Context: an optimization exercise on an open-source flow, tuned for small area, a short achievable clock period and few clock cycles. The choices shown serve that exercise and are no tape-out recipe. Function was checked by simulation only, so behaviour that the tests miss may differ from the original.

==> module fft, before the edit <==
module fft(
	rst_n,
	clk,
	data1,
	fft_go,
	fft_done,
	fft_res
);
	input rst_n;
	input clk;
	input signed [7:0] data1;
	input fft_go;
	output reg fft_done;
	output reg [15:0] fft_res;
	localparam [8:0] OUT0 = 9'd255;              
	localparam [8:0] LAST = OUT0 + 9'd127;       
	reg        run;
	reg  [8:0] cnt;
	always @(posedge clk or negedge rst_n)
		if (!rst_n) begin
			run <= 1'b0;
			cnt <= 9'd0;
		end else if (fft_go) begin
			run <= 1'b1;
			cnt <= 9'd1;
		end else if (run) begin
			cnt <= cnt + 9'd1;
			if (cnt == LAST)
				run <= 1'b0;
		end
	always @(posedge clk or negedge rst_n)
		if (!rst_n)
			fft_done <= 1'b0;
		else
			fft_done <= run & ~fft_go & (cnt >= OUT0 - 9'd1) & (cnt <= LAST - 9'd1);
	reg  bypA, bypB, bypC, modeA, modeB, modeC;
	reg  inj0, osel0, lo1, inj1, osel1, inj2, osel2;
	reg  [1:0] lo2;
	reg  inj3, osel3, inj4, osel4, inj5, osel5, inj6, osel6, sel6;
	reg  [5:0] tw3, tw4, tw5, tw6;
	wire [6:0] c7 = cnt[6:0];
	wire [6:0] pA = c7 - 7'd2;       
	wire [6:0] pB = c7 - 7'd65;
	wire [6:0] pC = c7 - 7'd95;
	wire [6:0] j0 = c7 - 7'd109, q0 = c7 - 7'd110;      
	wire [6:0] p1 = c7 - 7'd110, j1 = c7 - 7'd112, q1 = c7 - 7'd114;
	wire [6:0] p2 = c7 - 7'd114, j2 = c7 - 7'd117, q2 = c7 - 7'd121;
	wire [6:0] p3 = c7 - 7'd121, j3 = c7 - 7'd124, q3 = c7 - 7'd132;
	wire [6:0] p4 = c7 - 7'd132, j4 = c7 - 7'd135, q4 = c7 - 7'd151;
	wire [6:0] p5 = c7 - 7'd151, j5 = c7 - 7'd154, q5 = c7 - 7'd186;
	wire [6:0] p6 = c7 - 7'd186, j6 = c7 - 7'd189, q6 = c7 - 7'd253;
	always @(posedge clk) begin
		bypA <= pA[6] & ~pA[0];
		bypB <= pB[5] & ~pB[1];
		bypC <= pC[4] & ~pC[2];
		modeA <= cnt <= 9'd129;
		modeB <= cnt <= 9'd192;
		modeC <= cnt <= 9'd222;
		inj0 <= j0[0];  osel0 <= q0[0];
		lo1 <= p1[0];   inj1 <= j1[1];  osel1 <= q1[1];
		lo2 <= p2[1:0]; inj2 <= j2[2];  osel2 <= q2[2];
		tw3 <= {p3[2:0], 3'd0}; inj3 <= j3[3]; osel3 <= q3[3];
		tw4 <= {p4[3:0], 2'd0}; inj4 <= j4[4]; osel4 <= q4[4];
		tw5 <= {p5[4:0], 1'd0}; inj5 <= j5[5]; osel5 <= q5[5];
		tw6 <= p6[5:0];
		inj6 <= j6[6] & (cnt >= 9'd250);
		osel6 <= q6[6];
		sel6 <= cnt >= 9'd249;
	end
	function automatic [8:0] mul127(input [7:0] x);
		begin
			if (x == 8'h80)
				mul127 = 9'h181;                     
			else if (!x[7] && x != 8'd0)
				mul127 = {1'b0, x} - 9'd1;           
			else
				mul127 = {x[7], x};                  
		end
	endfunction
	reg  [7:0] sc;
	reg  [8:0] sc9;                  
	wire [7:0] sc_n;
	always @(posedge clk) begin
		sc <= sc_n;
		sc9 <= mul127(sc_n);
	end
	wire [7:0]  s_0;
	wire [15:0] s_1, s_2, s_3, s_4, s_5, s_6;
	wire [15:0] r0a, r1a, r2a, i0a, i1a, i2a, r0b, r1b, r2b, i0b, i1b, i2b;
	wire [15:0] r0c, r1c, r2c, i0c, i1c, i2c;
	wire [15:0] r02, r12, r22, i02, i12, i22;
	bf_s0 st0(.clk(clk), .inj(inj0), .osel(osel0), .xin(sc), .r9(sc9), .xout(s_0));
	bf_s1 st1(.clk(clk), .lo(lo1), .inj(inj1), .osel(osel1), .xin(s_0), .xout(s_1));
	cmul2 mul2(.clk(clk), .x(s_1), .lo(lo2), .r0(r02), .r1(r12), .r2(r22), .i0(i02), .i1(i12), .i2(i22));
	butterfly_ra2 #(.S(2)) st2(.clk(clk), .inj(inj2), .osel(osel2), .r0(r02), .r1(r12), .r2(r22), .i0(i02), .i1(i12), .i2(i22), .xin(s_1), .xout(s_2));
	cmul mula(.clk(clk), .x(sel6 ? s_5 : s_2), .idx(sel6 ? tw6 : tw3), .r0(r0a), .r1(r1a), .r2(r2a), .i0(i0a), .i1(i1a), .i2(i2a));
	cmul mulb(.clk(clk), .x(s_3), .idx(tw4), .r0(r0b), .r1(r1b), .r2(r2b), .i0(i0b), .i1(i1b), .i2(i2b));
	cmul mulc(.clk(clk), .x(s_4), .idx(tw5), .r0(r0c), .r1(r1c), .r2(r2c), .i0(i0c), .i1(i1c), .i2(i2c));
	butterfly_ra2 #(.S(3)) st3(.clk(clk), .inj(inj3), .osel(osel3), .r0(r0a), .r1(r1a), .r2(r2a), .i0(i0a), .i1(i1a), .i2(i2a), .xin(s_2), .xout(s_3));
	butterfly_ra2 #(.S(4)) st4(.clk(clk), .inj(inj4), .osel(osel4), .r0(r0b), .r1(r1b), .r2(r2b), .i0(i0b), .i1(i1b), .i2(i2b), .xin(s_3), .xout(s_4));
	butterfly_ra2 #(.S(5)) st5(.clk(clk), .inj(inj5), .osel(osel5), .r0(r0c), .r1(r1c), .r2(r2c), .i0(i0c), .i1(i1c), .i2(i2c), .xin(s_4), .xout(s_5));
	ram128 st6(.clk(clk), .modeA(modeA), .modeB(modeB), .modeC(modeC),
		.bypA(bypA), .bypB(bypB), .bypC(bypC), .din(data1), .dout(sc_n),
		.inj(inj6), .osel(osel6), .r0(r0a), .r1(r1a), .r2(r2a), .i0(i0a), .i1(i1a), .i2(i2a), .xin(s_5), .xout(s_6));
	always @(posedge clk)
		fft_res <= s_6;
endmodule
clock: 8.0 ns
lec_check: 0
cap_margin: 20
core_margin: 2
core_utilization: 40
cts_cluster_diameter: 60
cts_cluster_size: 30
setup_slack_margin: 5.0
slew_margin: 20
run.sh (not shown) runs the stock make flow with config.mk's settings and CLKGATE_MAP_FILE= SYNTH_SCRIPT=/design/flow/synth_recipe.tcl, a recipe that flattens the netlist after the stock synthesis.
Testbench counts at the start, summed over its fixed seeds: cycles 18,384.
Change:
--- a/flow/design.v
+++ b/flow/design.v
@@ -770,15 +770,12 @@
 		end else if (run) begin
 			cnt <= cnt + 9'd1;
 			if (cnt == LAST)
 				run <= 1'b0;
 		end
-	always @(posedge clk or negedge rst_n)
-		if (!rst_n)
-			fft_done <= 1'b0;
-		else
-			fft_done <= run & ~fft_go & (cnt >= OUT0 - 9'd1) & (cnt <= LAST - 9'd1);
+	always @(posedge clk)
+		fft_done <= run & ~fft_go & (cnt >= OUT0 - 9'd1) & (cnt <= LAST - 9'd1);
 	reg  bypA, bypB, bypC, modeA, modeB, modeC;
 	reg  inj0, osel0, lo1, inj1, osel1, inj2, osel2;
 	reg  [1:0] lo2;
 	reg  inj3, osel3, inj4, osel4, inj5, osel5, inj6, osel6, sel6;
 	reg  [5:0] tw3, tw4, tw5, tw6;
Effect: Sequential share of layout area came out lower by 0.35 points. Cell count came out higher by 1.8%. Hold slack is better by 0.015 ns. Register-to-register slack is better by 0.02 ns. Design area came out higher by 0.60%.
Testbench counts after the change, summed over its fixed seeds: cycles 18,384.

-- separate check: timing with driven ports --
No port has a modelled driver above. Below, the same layouts with a new extraction and two added sets of constraints. Step 1 assumes that a clkbuf_16 drives the clock port and a buf_2 every other input. Step 2, shift: input delay + t, output delay - t, t = (earliest + latest rising clock arrival at the registers) / 2. This alone moves slack from input paths to output paths. Slacks: no drivers / after step 1 / after step 2; pairs: no drivers / after step 1.
run | shift t [ns] | setup WS [ns] | latest minus earliest clock arrival (ns)
the first run | 0.923 | 4.913 / 4.820 / 4.166 | 0.090 / 0.090
the second run | 0.911 | 5.040 / 4.946 / 4.215 | 0.070 / 0.070
After both steps every run listed still meets setup and hold. The setup slack of the second run, which loses most, moves by -0.094 ns with the drivers and by -0.825 ns with both steps.
